Background: an optimization exercise with open tools, aiming at small area, a short achievable clock period and few clock cycles per item. Do not read the settings as production practice. At most, simulation tests tie the RTL to the original design; equivalence was not proved.

// btc_sha256d
module btc_sha256d(
    input clk,
    input rst_n,
    input start,
    input [639:0] header,
    output done,
    output [255:0] hash
    );
    localparam [31:0] IV0 = 32'h6a09e667, IV1 = 32'hbb67ae85,
                      IV2 = 32'h3c6ef372, IV3 = 32'ha54ff53a,
                      IV4 = 32'h510e527f, IV5 = 32'h9b05688c,
                      IV6 = 32'h1f83d9ab, IV7 = 32'h5be0cd19;
    function [31:0] kn;
        input [5:0] i;
        begin
            case (i)
                6'd0: kn = 32'h71374491; 6'd1: kn = 32'hb5c0fbcf; 6'd2: kn = 32'he9b5dba5; 6'd3: kn = 32'h3956c25b;
                6'd4: kn = 32'h59f111f1; 6'd5: kn = 32'h923f82a4; 6'd6: kn = 32'hab1c5ed5; 6'd7: kn = 32'hd807aa98;
                6'd8: kn = 32'h12835b01; 6'd9: kn = 32'h243185be; 6'd10: kn = 32'h550c7dc3; 6'd11: kn = 32'h72be5d74;
                6'd12: kn = 32'h80deb1fe; 6'd13: kn = 32'h9bdc06a7; 6'd14: kn = 32'hc19bf174; 6'd15: kn = 32'he49b69c1;
                6'd16: kn = 32'hefbe4786; 6'd17: kn = 32'h0fc19dc6; 6'd18: kn = 32'h240ca1cc; 6'd19: kn = 32'h2de92c6f;
                6'd20: kn = 32'h4a7484aa; 6'd21: kn = 32'h5cb0a9dc; 6'd22: kn = 32'h76f988da; 6'd23: kn = 32'h983e5152;
                6'd24: kn = 32'ha831c66d; 6'd25: kn = 32'hb00327c8; 6'd26: kn = 32'hbf597fc7; 6'd27: kn = 32'hc6e00bf3;
                6'd28: kn = 32'hd5a79147; 6'd29: kn = 32'h06ca6351; 6'd30: kn = 32'h14292967; 6'd31: kn = 32'h27b70a85;
                6'd32: kn = 32'h2e1b2138; 6'd33: kn = 32'h4d2c6dfc; 6'd34: kn = 32'h53380d13; 6'd35: kn = 32'h650a7354;
                6'd36: kn = 32'h766a0abb; 6'd37: kn = 32'h81c2c92e; 6'd38: kn = 32'h92722c85; 6'd39: kn = 32'ha2bfe8a1;
                6'd40: kn = 32'ha81a664b; 6'd41: kn = 32'hc24b8b70; 6'd42: kn = 32'hc76c51a3; 6'd43: kn = 32'hd192e819;
  ...
Size in the first run: ~900 I/O pins, about 53,000 um2 of cells after synthesis.
==> flow/config.mk <==
export PLATFORM = sky130hd
export DESIGN_NAME = btc_sha256d
export DESIGN_NICKNAME = btc_sha256d
export VERILOG_FILES = /design/flow/design.v
export SDC_FILE = /design/flow/constraint.sdc
export NUM_CORES = 8
export LEC_CHECK = 0
export CAP_MARGIN = 20
export CORE_MARGIN = 2
export CORE_UTILIZATION = 45
export CTS_CLUSTER_DIAMETER = 120
export CTS_CLUSTER_SIZE = 24
export SLEW_MARGIN = 20
==> flow/constraint.sdc <==
create_clock -name core_clock -period 12.0 [get_ports {clk}]
set_input_delay 2.4000 -clock core_clock [delete_from_list [all_inputs] [get_ports {clk}]]
set_output_delay 2.4000 -clock core_clock [all_outputs]
set_load 0.01 [all_outputs]
standard.sh (not shown) runs the stock make flow with config.mk's settings and CLKGATE_MAP_FILE= SYNTH_SCRIPT=/design/flow/synth_recipe.tcl, a recipe that flattens the netlist after the stock synthesis.
==> flow/flow/run.sh <==
#!/bin/bash
set -euo pipefail
MARGIN=${MARGIN:-7.5}
bash standard.sh \
  SETUP_SLACK_MARGIN=$MARGIN \
  "BUFFER_PORTS_ARGS=-buffer_cell sky130_fd_sc_hd__buf_1" \
  finish > flow_make.log 2>&1
Testbench counts at the start, summed over its fixed seeds: cycles 9,936, hashes 48.
Edit:
--- a/flow/design.v
+++ b/flow/design.v
@@ -166,26 +166,28 @@
     end
     wire [31:0] xop = fl[F_XR] ? xr3 : ivx;
     wire [31:0] S0 = {a[1:0], a[31:2]} ^ {a[12:0], a[31:13]} ^ {a[21:0], a[31:22]};
     wire [31:0] S1 = {e[5:0], e[31:6]} ^ {e[10:0], e[31:11]} ^ {e[24:0], e[31:25]};
     wire [31:0] ch = (e & f) ^ (~e & g);
     wire [31:0] mj = (a & b) ^ (a & c) ^ (b & c);
-    wire [31:0] q  = p ^ S1;
-    wire [31:0] co = (q & ch) | (~q & p);
+    wire [31:0] f1s = p ^ ch ^ mj;
+    wire [31:0] f1c = {(p[30:0] & ch[30:0]) | (p[30:0] & mj[30:0]) | (ch[30:0] & mj[30:0]), 1'b0};
+    wire [31:0] q  = S1 ^ S0;
+    wire [31:0] co = (q & f1s) | (~q & S1);             
     wire [31:0] ci = {co[30:0], 1'b0};
-    wire [31:0] xa = q ^ (ch ^ S0);
-    wire [31:0] cs_a = xa ^ ci;
-    wire [31:0] cc_a = (xa & ci) | (~xa & S0);
-    wire [31:0] ca = {cc_a[30:0], 1'b0};
-    wire [31:0] x3s = cs_a ^ ca ^ mj;
-    wire [31:0] x3c = {(cs_a[30:0] & ca[30:0]) | (cs_a[30:0] & mj[30:0]) | (ca[30:0] & mj[30:0]), 1'b0};
-    wire [31:0] xe = f_ff ? (xop ^ d) : (q ^ (ch ^ d));
-    wire [31:0] cie = f_ff ? 32'd0 : ci;
-    wire [31:0] xes = xe ^ cie;
-    wire [31:0] cc_e = (xe & cie) | (~xe & d);
-    wire [31:0] xec = {cc_e[30:0], 1'b0};
+    wire [31:0] xa = q ^ (f1s ^ f1c);
+    wire [31:0] x3s = xa ^ ci;
+    wire [31:0] cc_a = (xa & ci) | (~xa & f1c);
+    wire [31:0] x3c = {cc_a[30:0], 1'b0};
+    wire [31:0] pe = f_ff ? xop : p;
+    wire [31:0] che = ch & {32{~f_ff}};
+    wire [31:0] s1e = S1 & {32{~f_ff}};
+    wire [31:0] g1s = pe ^ che ^ d;
+    wire [31:0] g1c = {(pe[30:0] & che[30:0]) | (pe[30:0] & d[30:0]) | (che[30:0] & d[30:0]), 1'b0};
+    wire [31:0] xes = g1s ^ g1c ^ s1e;
+    wire [31:0] xec = {(g1s[30:0] & g1c[30:0]) | (g1s[30:0] & s1e[30:0]) | (g1c[30:0] & s1e[30:0]), 1'b0};
     wire [31:0] a_new = x3s + x3c;
     wire [31:0] e_new = xes + xec;
     wire [31:0] s0 = {w1[6:0], w1[31:7]} ^ {w1[17:0], w1[31:18]} ^ {3'b0, w1[31:3]};
     wire [31:0] s1 = {w14[16:0], w14[31:17]} ^ {w14[18:0], w14[31:19]} ^ {10'b0, w14[31:10]};
     wire [31:0] sched = s1 + w9 + s0 + w0;
     wire [31:0] wy = ({32{f_use_w}} & w15) | ({32{f_use_y}} & yr3);
Result: Via count hardly moves. Routed wire length is lower slightly. Design area is higher slightly. Sequential cell count does not change. Final cell count is higher slightly. Synthesized area is higher slightly. Register-to-register slack degrades by 0.08 ns. Hold slack degrades by 0.0095 ns. Global-route usage is lower by 1.1 points.
Testbench counts after the change, summed over its fixed seeds: cycles 9,936, hashes 48.

* * *

nickel:
Starting RTL as in the previous note.
export LEC_CHECK = 0
export CAP_MARGIN = 20
export CORE_MARGIN = 2
export CORE_UTILIZATION = 45
export CTS_CLUSTER_DIAMETER = 120
export CTS_CLUSTER_SIZE = 24
export SLEW_MARGIN = 20
create_clock -name core_clock -period 12.0 [get_ports {clk}]
==> flow/flow/run.sh <==
#!/bin/bash
set -euo pipefail
MARGIN=${MARGIN:-7}
bash standard.sh \
  SETUP_SLACK_MARGIN=$MARGIN \
  "BUFFER_PORTS_ARGS=-buffer_cell sky130_fd_sc_hd__buf_1" \
  finish > flow_make.log 2>&1
Testbench counts of nickel, summed over its fixed seeds: cycles 9,936, hashes 48.
Modified inputs, ember compared to nickel
diff --git a/flow/design.v b/flow/design.v
--- a/flow/design.v
+++ b/flow/design.v
@@ -89,63 +89,60 @@
             else if (tt == 7'd68 | (tt == 7'd67 & bk == 2'd1)) kyf = kn(6'd63);
             else if (bk == 2'd2 | tt == 7'd67) kyf = 32'd0;
             else if (tt == 7'd63) kyf = IV7;
             else if (tt == 7'd64) kyf = IV6;
             else if (tt == 7'd65) kyf = IV5;
             else kyf = IV4;
         end
     endfunction
     reg run, done_r;
     reg [1:0] blk;
-    reg [6:0] t, tn;         
+    reg [6:0] t;
     reg [NF-1:0] fl;
     reg [31:0] kyr;
     wire acc = start & ~run;
     wire b2 = blk == 2'd2;
     wire t67 = t == 7'd67;
     reg r_run, r_done;
     reg [1:0] r_blk;
     reg [6:0] r_t;
     always @* begin
         r_run = run; r_done = done_r; r_blk = blk; r_t = t;
         if (run) begin
             if ((blk == 2'd1 & t67) | (b2 & t == 7'd68)) begin
                 r_t = 7'd0; r_blk = blk + 2'd1;
             end else if (blk == 2'd3 & t67) begin
                 r_run = 1'b0; r_done = 1'b1;
             end else
-                r_t = tn;
+                r_t = t + 7'd1;
         end
     end
     always @(posedge clk) begin
         if (!rst_n) begin
             run <= 1'b0;
             done_r <= 1'b0;
             blk <= r_blk;
             t <= r_t;
-            tn <= r_t + 7'd1;
             fl <= cflags(1'b0, 2'd0, 7'd0);
             kyr <= kyf(r_blk, r_t);
         end else if (acc) begin
             run <= 1'b1;
             done_r <= 1'b0;
             blk <= 2'd1;
             t <= 7'd127;
-            tn <= 7'd0;
             fl <= cflags(1'b1, 2'd1, 7'd127);
             kyr <= kyf(2'd1, 7'd127);
         end else begin
             run <= r_run;
             done_r <= r_done;
             blk <= r_blk;
             t <= r_t;
-            tn <= r_t + 7'd1;
             fl <= cflags(r_run, r_blk, r_t);
             kyr <= kyf(r_blk, r_t);
         end
     end
     assign done = done_r;
     wire f_rnd = fl[F_RND], f_ff = fl[F_FF], f_shift_a = fl[F_SHA], f_shift_e = fl[F_SHE],
          f_ld = fl[F_LD], f_ffiv = fl[F_FFIV], f_e_p = fl[F_EP], f_use_w = fl[F_USEW],
          f_use_y = fl[F_USEY], wr_y = fl[F_WRY], sel_sched = fl[F_SCHED], sel_80 = fl[F_80],
          sel_280 = fl[F_280], sel_100 = fl[F_100], sel_ffa = fl[F_FFA], sel_x1 = fl[F_X1],
          sel_x3 = fl[F_X3], sel_y0 = fl[F_Y0], sel_y2 = fl[F_Y2];
[summary]
Via count of the first global-routing pass shrinks by a few percent when moving from nickel to ember.
For the fraction of the mapped netlist area in adder cells, ember came in 0.20 points higher than nickel did.
ember packs its core tighter than nickel.
[compare] base=nickel new=ember: post-cts repair resize count moved down; count of inverters other than clock inverters in the layout shrank by about 4.5%; die area shrank by about 1.8%; timing-limited maximum frequency lower.
nickel and ember ended up with roughly the same worst slack on hold paths.
When ember is measured against nickel, its height of the chip turns out 3.2 microns lower.
ember ended with less ratio of cells with drive above 1 in the final layout than nickel.
Function not checked in ember: the RTL went through the layout flow alone.

* * *

== lane 1 ==
btc_sha256d with an RTL version that a note above also has.
For scale: ~1100 flip-flops, ~56000 um^2 of cells after synthesis.
clock: 12.0 ns
lec_check: 0
abc_area: 1
cap_margin: 20
core_margin: 2
core_utilization: 45
cts_cluster_diameter: 120
cts_cluster_size: 20
slew_margin: 20
==> flow/flow/run.sh <==
#!/bin/bash
set -euo pipefail
MARGIN=${MARGIN:-7.75}
bash standard.sh \
  SETUP_SLACK_MARGIN=$MARGIN \
  "BUFFER_PORTS_ARGS=-buffer_cell sky130_fd_sc_hd__buf_1" \
  finish > flow_make.log 2>&1
Testbench counts of lane 1, summed over its fixed seeds: cycles 9,936, hashes 48.
For lane 2, these inputs were changed with respect to lane 1:
diff --git a/flow/design.v b/flow/design.v
--- a/flow/design.v
+++ b/flow/design.v
@@ -79,24 +79,26 @@
             cflags[F_H + 18] = r & q2 & tt == 7'd0;
             cflags[F_H + 19] = r & q2 & tt == 7'd1;
         end
     endfunction
     function [31:0] kyf;
         input [1:0] bk;
         input [6:0] tt;
         begin
             if (tt == 7'd127) kyf = 32'h9e6afcb1;                  
+            else if (tt == 7'd62 & bk == 2'd3) kyf = 32'h307b5f59;    
             else if (tt < 7'd63) kyf = kn(tt[5:0]);
             else if (tt == 7'd68 | (tt == 7'd67 & bk == 2'd1)) kyf = kn(6'd63);
             else if (bk == 2'd2 | tt == 7'd67) kyf = 32'd0;
             else if (tt == 7'd63) kyf = IV7;
             else if (tt == 7'd64) kyf = IV6;
             else if (tt == 7'd65) kyf = IV5;
+            else if (bk == 2'd3) kyf = 32'he7046c18;               
             else kyf = IV4;
         end
     endfunction
     reg run, done_r;
     reg [1:0] blk;
     reg [6:0] t, tn;         
     reg [NF-1:0] fl;
     reg [31:0] kyr;
     wire acc = start & ~run;
@@ -104,19 +106,19 @@
     wire t67 = t == 7'd67;
     reg r_run, r_done;
     reg [1:0] r_blk;
     reg [6:0] r_t;
     always @* begin
         r_run = run; r_done = done_r; r_blk = blk; r_t = t;
         if (run) begin
             if ((blk == 2'd1 & t67) | (b2 & t == 7'd68)) begin
                 r_t = 7'd0; r_blk = blk + 2'd1;
-            end else if (blk == 2'd3 & t67) begin
+            end else if (blk == 2'd3 & t == 7'd66) begin
                 r_run = 1'b0; r_done = 1'b1;
             end else
                 r_t = tn;
         end
     end
     always @(posedge clk) begin
         if (!rst_n) begin
             run <= 1'b0;
             done_r <= 1'b0;
@@ -235,14 +237,15 @@
         end
         if (f_ld) begin
             e <= IV4; f <= IV5; g <= IV6;
         end else if (f_shift_e) begin
             e <= f_rnd ? e_new : (f_e_p ? p : ive);
             f <= e; g <= f;
         end
         if (run) p <= pre;
     end
-    assign hash = {p[7:0], p[15:8], p[23:16], p[31:24], g[7:0], g[15:8], g[23:16], g[31:24],
-                   f[7:0], f[15:8], f[23:16], f[31:24], e[7:0], e[15:8], e[23:16], e[31:24],
-                   d[7:0], d[15:8], d[23:16], d[31:24], c[7:0], c[15:8], c[23:16], c[31:24],
-                   b[7:0], b[15:8], b[23:16], b[31:24], a[7:0], a[15:8], a[23:16], a[31:24]};
+    function [31:0] rb;
+        input [31:0] x;
+        rb = {x[7:0], x[15:8], x[23:16], x[31:24]};
+    endfunction
+    assign hash = {rb(g), rb(f), rb(e), rb(p), rb(c), rb(b), rb(a), rb(d)};
 endmodule
==> results.txt <==
Lane 2: no failed stages, no open violations at the end
Cmp lane 1 and lane 2 / global-route usage / lower: lane 2
Data arrival time of the critical path: lane 2 vs lane 1 down 70 ps
Lane 2: logic depth of the worst path, buffers included lower than lane 1
Lane 2 has clock skew above what lane 1 had.
In the tables for lane 1 and lane 2, total routed wire length on the met1 layer reads lower with lane 2.
A critical-path cell with the highest stage delay of nor4_2 is what lane 2 shows, while fa_1 belongs to lane 1.
Testbench counts of lane 2, summed over its fixed seeds: cycles 9,888, hashes 48.

==> what the ideal ports hide <==
How much do the figures lean on ideal ports? The routed layouts below were timed once more, with nothing changed but the port constraints.
Step 1 (the two cells are an assumption about what drives the block):
set clk [get_ports {clk}]
set_driving_cell -lib_cell sky130_fd_sc_hd__clkbuf_16 $clk
set_driving_cell -lib_cell sky130_fd_sc_hd__buf_2 [delete_from_list [all_inputs] $clk]
Step 2 times the ports against the registers' clock, not the clock port: input delays grow and output delays shrink by t, the midpoint of the rising clock arrivals with the driver on.
Slacks: ideal / step 1 / step 2; pairs: ideal / step 1.
run | t, ns | setup slack, ns | hold slack, ns | clock arrival spread, ns | worst register clock-pin slew, ns
the first run of note 1 | 0.811 | 7.241 / 7.241 / 6.859 | 0.302 / 0.302 / 0.302 | 0.074 / 0.073 | 0.12 / 0.12
the second run of note 1 | 0.798 | 7.161 / 7.161 / 6.721 | 0.293 / 0.293 / 0.293 | 0.074 / 0.073 | 0.11 / 0.11
nickel | 0.805 | 6.958 / 6.958 / 6.863 | 0.321 / 0.321 / 0.321 | 0.057 / 0.057 | 0.12 / 0.12
ember | 0.800 | 6.662 / 6.662 / 6.662 | 0.323 / 0.323 / 0.323 | 0.047 / 0.047 | 0.12 / 0.12
lane 1 | 0.774 | 7.627 / 7.624 / 6.996 | 0.306 / 0.306 / 0.306 | 0.055 / 0.055 | 0.10 / 0.10
lane 2 | 0.801 | 7.677 / 7.683 / 6.929 | 0.301 / 0.301 / 0.301 | 0.078 / 0.078 | 0.11 / 0.11
After both steps every run listed still meets setup and hold. For lane 2, which loses most, drivers alone change the setup slack by +0.006 ns; drivers and shift together by -0.748 ns.
